Background: an optimization exercise with open tools, aiming at small area, a short achievable clock period and few clock cycles. Do not read the settings as production practice. Function was checked by simulation only, so behaviour that the tests miss may differ from the original.

Setup of alpha:
==> flow/design.v (excerpt) <==
module lascon_top #(
    parameter int LASCON_VARIANT = 0
)(
    input  logic        clk,
    input  logic        rst,
    input  logic [2:0]  mode_i,
    input  logic [31:0] xof_len_i,
    input  logic        start_i,
    input  logic        abort_i,
    output logic        busy_o,
    output logic        done_o,
    output logic        tag_fail_o,
    input  logic [63:0] s_axis_tdata,
    input  logic [7:0]  s_axis_tkeep,
    input  logic [3:0]  s_axis_tuser,
    input  logic        s_axis_tlast,
    input  logic        s_axis_tvalid,
    output logic        s_axis_tready,
    output logic [63:0] m_axis_tdata,
    output logic [7:0]  m_axis_tkeep,
    output logic [3:0]  m_axis_tuser,
    output logic        m_axis_tlast,
    output logic        m_axis_tvalid,
    input  logic        m_axis_tready
);
Settings: LEC_CHECK=0, CAP_MARGIN=30, CORE_MARGIN=2, CORE_UTILIZATION=40, PLACE_DENSITY=0.5, SETUP_SLACK_MARGIN=3.2, SLEW_MARGIN=20, SYNTH_HIERARCHICAL=1; clock period 7.0 ns.
run.sh (not shown) runs the stock make flow with config.mk's settings and CLKGATE_MAP_FILE= SYNTH_SCRIPT=/design/flow/synth_recipe.tcl, a recipe that flattens the netlist after the stock synthesis.
Testbench counts of alpha, summed over its fixed seeds: cycles 20,321.
## Diff of input files: beta against alpha
# alpha
export LEC_CHECK = 0
export CAP_MARGIN = 30
export CORE_MARGIN = 2
export CORE_UTILIZATION = 40
export PLACE_DENSITY = 0.5
export SETUP_SLACK_MARGIN = 3.2
export SLEW_MARGIN = 20
export SYNTH_HIERARCHICAL = 1
create_clock -name core_clock -period 7.0 [get_ports {clk}]
# beta
export LEC_CHECK = 0
export CAP_MARGIN = 30
export CORE_MARGIN = 2
export CORE_UTILIZATION = 40
export PLACE_DENSITY = 0.5
export SETUP_SLACK_MARGIN = 2.9
export SLEW_MARGIN = 20
export SYNTH_HIERARCHICAL = 1
create_clock -name core_clock -period 7.0 [get_ports {clk}]
==> comparison <==
Compared with alpha, beta shows fraction of met1 tracks used by global routing higher by 0.82 points.
Cell count: beta lower than alpha
Looking at critical path capture point, the tfail result is from alpha; the s1[7] one comes from beta.
Final layout net count: beta vs alpha down about 4.6%
Going from alpha to beta, worst hold slack after final layout saw a decrease, total met3 wirelength after detailed routing saw a decrease.
Here is what was changed in the inputs of gamma compared with beta.
# beta
export LEC_CHECK = 0
export CAP_MARGIN = 30
export CORE_MARGIN = 2
export CORE_UTILIZATION = 40
export PLACE_DENSITY = 0.5
export SETUP_SLACK_MARGIN = 2.9
export SLEW_MARGIN = 20
export SYNTH_HIERARCHICAL = 1
create_clock -name core_clock -period 7.0 [get_ports {clk}]
# gamma
export LEC_CHECK = 0
export CAP_MARGIN = 30
export CORE_MARGIN = 2
export CORE_UTILIZATION = 40
export PLACE_DENSITY = 0.5
export SETUP_SLACK_MARGIN = 3.0
export SLEW_MARGIN = 65
export SYNTH_HIERARCHICAL = 1
create_clock -name core_clock -period 7.0 [get_ports {clk}]
[summary]
- Per the comparison of gamma with beta, non-clock buffer count went up by about 16%; placed instance area went up by 0.0061 mm²; total detailed-routing wirelength went up by about 0.64%; final design area excluding fillers went up by 4.0%.
- Antenna diode count, beta and gamma, lower one = gamma.

* * *

## run A
Another version of the RTL of lascon_top (not shown whole).
For scale: ~580 flip-flops, about 200 I/O pins, about 0.069 mm2 of cells after synthesis.
## lascon_top
module lascon_top #(
    parameter int LASCON_VARIANT = 0
)(
    input  logic        clk,
    input  logic        rst,
    input  logic [2:0]  mode_i,
    input  logic [31:0] xof_len_i,
    input  logic        start_i,
    input  logic        abort_i,
    output logic        busy_o,
    output logic        done_o,
    output logic        tag_fail_o,
    input  logic [63:0] s_axis_tdata,
    input  logic [7:0]  s_axis_tkeep,
    input  logic [3:0]  s_axis_tuser,
    input  logic        s_axis_tlast,
    input  logic        s_axis_tvalid,
    output logic        s_axis_tready,
    output logic [63:0] m_axis_tdata,
    output logic [7:0]  m_axis_tkeep,
    output logic [3:0]  m_axis_tuser,
    output logic        m_axis_tlast,
    output logic        m_axis_tvalid,
    input  logic        m_axis_tready
);
==> flow/config.mk <==
export PLATFORM = sky130hd
export DESIGN_NAME = lascon_top
export DESIGN_NICKNAME = lascon_top
export VERILOG_FILES = /design/flow/design.v
export SDC_FILE = /design/flow/constraint.sdc
export NUM_CORES = 4
export LEC_CHECK = 0
export CAP_MARGIN = 30
export CORE_MARGIN = 2
export CORE_UTILIZATION = 40
export PLACE_DENSITY = 0.5
export SETUP_SLACK_MARGIN = 2.7
export SLEW_MARGIN = 20
export SYNTH_HIERARCHICAL = 1
==> flow/constraint.sdc <==
create_clock -name core_clock -period 7.0 [get_ports {clk}]
set_input_delay 1.4000 -clock core_clock [delete_from_list [all_inputs] [get_ports {clk}]]
set_output_delay 1.4000 -clock core_clock [all_outputs]
set_load 0.01 [all_outputs]
Testbench counts of run A, summed over its fixed seeds: cycles 20,321.
What run B does differently from run A at the input level:
diff --git a/flow/config.mk b/flow/config.mk
--- a/flow/config.mk
+++ b/flow/config.mk
@@ -7,3 +7,3 @@
 export LEC_CHECK = 0
-export CAP_MARGIN = 30
+export CAP_MARGIN = 20
 export CORE_MARGIN = 2
@@ -11,4 +11,4 @@
 export PLACE_DENSITY = 0.5
-export SETUP_SLACK_MARGIN = 2.7
-export SLEW_MARGIN = 20
+export SETUP_SLACK_MARGIN = 2.9
+export SLEW_MARGIN = 10
 export SYNTH_HIERARCHICAL = 1
Results
Number of standard cells in the final layout excluding fillers ends up lower on run A. Summary of the comparison: CTS buffer count is lower in run B, relative to run A. Run B: final area is about 5% higher than what run A reported. Number of multi-input combinational cells in the layout across run B and run A: no real change. Run B — number of cell instances on the worst register-to-register path 1 lower, run A as reference. Run B vs run A — number of nets at the end of the flow rose 159. The post-cts repair resize count of run B is higher than that of run A.
[inputs] run C vs run B
diff --git a/flow/config.mk b/flow/config.mk
--- a/flow/config.mk
+++ b/flow/config.mk
@@ -7,3 +7,3 @@
 export LEC_CHECK = 0
-export CAP_MARGIN = 20
+export CAP_MARGIN = 30
 export CORE_MARGIN = 2
@@ -12,3 +12,4 @@
 export SETUP_SLACK_MARGIN = 2.9
-export SLEW_MARGIN = 10
+export SLEW_MARGIN = 20
 export SYNTH_HIERARCHICAL = 1
+export TNS_END_PERCENT = 30
- Of run C and run B, run C shows the lower number of buffers and inverters on the critical path, with run B above it.
- Synthesized cell count: run C vs run B, no meaningful difference
- Looking at HPWL after detailed placement across run C and run B, the one that comes out higher is run B.
- Compared with run B, run C ends up with a smaller final cell area.
- Run B ended up with s_axis_tkeep[3] as its launch point of the critical path; run C ended up with s4[47]$_DFF_P_.
Changes in run D relative to run C:
diff --git a/flow/config.mk b/flow/config.mk
--- a/flow/config.mk
+++ b/flow/config.mk
@@ -11,5 +11,4 @@
 export PLACE_DENSITY = 0.5
-export SETUP_SLACK_MARGIN = 2.9
+export SETUP_SLACK_MARGIN = 2.5
 export SLEW_MARGIN = 20
 export SYNTH_HIERARCHICAL = 1
-export TNS_END_PERCENT = 30
Results
Having completed the whole flow, run D delivered a layout that passed the timing, design-rule and antenna checks. Summary of run D over run C: number of non-clock buffers went down by 219, critical path depth went down by 1, clock skew went down by 28 ps. The run showing the smaller final wirelength is run D. The design area in run D sits 0.0052 mm2 below the value recorded for run C. Run D ended with less post-layout worst setup margin than run C.
## Diff of input files: run E against run D
diff --git a/flow/config.mk b/flow/config.mk
--- a/flow/config.mk
+++ b/flow/config.mk
@@ -11,3 +11,3 @@
 export PLACE_DENSITY = 0.5
-export SETUP_SLACK_MARGIN = 2.5
+export SETUP_SLACK_MARGIN = 2.9
 export SLEW_MARGIN = 20
[summary]
Run E reached the final stage; the timing, design-rule and antenna checks on its layout passed. Run D completed every stage of the flow, and the final layout passed the timing, design-rule and antenna checks. Looking at slowest library cell on the worst path, the sky130_fd_sc_hd__dfxtp_1 result is from run E; the sky130_fd_sc_hd__xnor3_1 one comes from run D. From run D to run E the numbers moved as follows: global-route wire length before repair grew by about 4.5%; final critical delay including setup and external delays down 480 ps; via count increased by about 3.5% relative to the old numbers.

* * *

## JK
RTL: one of the versions met above, not the one the previous note started from.
Size in the first run: ~7,200 cells after synthesis, about 580 flip-flops, roughly 200 I/O pins.
Settings: LEC_CHECK=0, CAP_MARGIN=30, CORE_MARGIN=2, CORE_UTILIZATION=40, PLACE_DENSITY=0.5, SETUP_SLACK_MARGIN=3.0, SLEW_MARGIN=20, SYNTH_HIERARCHICAL=1; clock period 7.0 ns.
Testbench counts of JK, summed over its fixed seeds: cycles 20,321.
For MS, these inputs were changed with respect to JK:
- SETUP_SLACK_MARGIN changed from 3.0 to 2.9
- GPL_TIMING_DRIVEN newly set to 0
### Flow results
JK has a lower wire length of the first global-routing pass than MS. Detailed-route vias per instance was higher in the run labelled MS.
--- input diff MS..AL ---
- SETUP_SLACK_MARGIN now 3.1, was 2.9
- GPL_TIMING_DRIVEN no longer set, was 0
==> comparison <==
- For MS and AL, there was not a single run that failed to finish clean.
- Wire length ended up about 8% lower on AL than on MS.
- Post-detailed-placement cell area of AL falls short of that of MS slightly.
- On final critical delay including setup and external delays, MS loses to AL.
- Compared to MS, AL shows a wider setup margin.
- Delta (AL minus MS): number of vias in the routed layout now smaller, detailed-route vias per instance now smaller, final net count comparable.
- AL ends up with a count of clock-buffer cells in the layout that is about 9% higher than in MS.
- Note that the number of antenna cells inserted recorded for MS amounts to 1.5 times the value seen in AL.
- Between AL and MS, the sequential portion of the cell area does not differ in any meaningful way.

[afterwards: timing with drivers on the ports]
Ports are ideal in the flow. The routed layouts listed here were re-timed in OpenROAD. Step 1 sets driving cells, clkbuf_16 on the clock port and buf_2 on the other inputs (assumed; they add their load-dependent delay and slew). Step 2 also shifts input and output timing later by t, the mid clock arrival at the registers, as if the neighbouring blocks saw the same clock. Slacks: ideal ports / drivers / drivers and shift; pairs: ideal ports / drivers.
| run | shift t [ns] | setup WS [ns] | worst setup path at the end | latest minus earliest clock arrival (ns) | worst register clock-pin slew, ns |
|---|---|---|---|---|---|
| alpha | 0.788 | 3.010 / 3.044 / 2.256 | input to register | 0.048 / 0.048 | 0.07 / 0.07 |
| beta | 0.803 | 2.669 / 2.669 / 2.189 | input to register | 0.053 / 0.052 | 0.07 / 0.07 |
| gamma | 0.808 | 2.840 / 2.840 / 2.170 | input to register | 0.031 / 0.031 | 0.07 / 0.07 |
| run A | 0.821 | 2.518 / 2.518 / 1.930 | input to register | 0.060 / 0.061 | 0.07 / 0.07 |
| run B | 0.797 | 2.608 / 2.657 / 1.859 | input to register | 0.056 / 0.055 | 0.07 / 0.07 |
| run C | 0.806 | 2.607 / 2.607 / 2.056 | input to register | 0.068 / 0.068 | 0.10 / 0.10 |
| run D | 0.835 | 2.257 / 2.257 / 1.750 | input to register | 0.041 / 0.041 | 0.08 / 0.08 |
| run E | 0.820 | 2.734 / 2.734 / 2.132 | input to register | 0.041 / 0.040 | 0.07 / 0.07 |
| JK | 0.809 | 2.822 / 2.846 / 2.071 | input to register | 0.042 / 0.042 | 0.07 / 0.07 |
| MS | 0.824 | 2.383 / 2.385 / 1.614 | input to register | 0.077 / 0.077 | 0.09 / 0.09 |
| AL | 0.824 | 2.956 / 2.956 / 2.252 | input to register | 0.058 / 0.057 | 0.10 / 0.10 |
After both steps every run listed still meets setup and hold. The setup slack of MS, which loses most, moves by +0.002 ns with the drivers and by -0.769 ns with both steps.
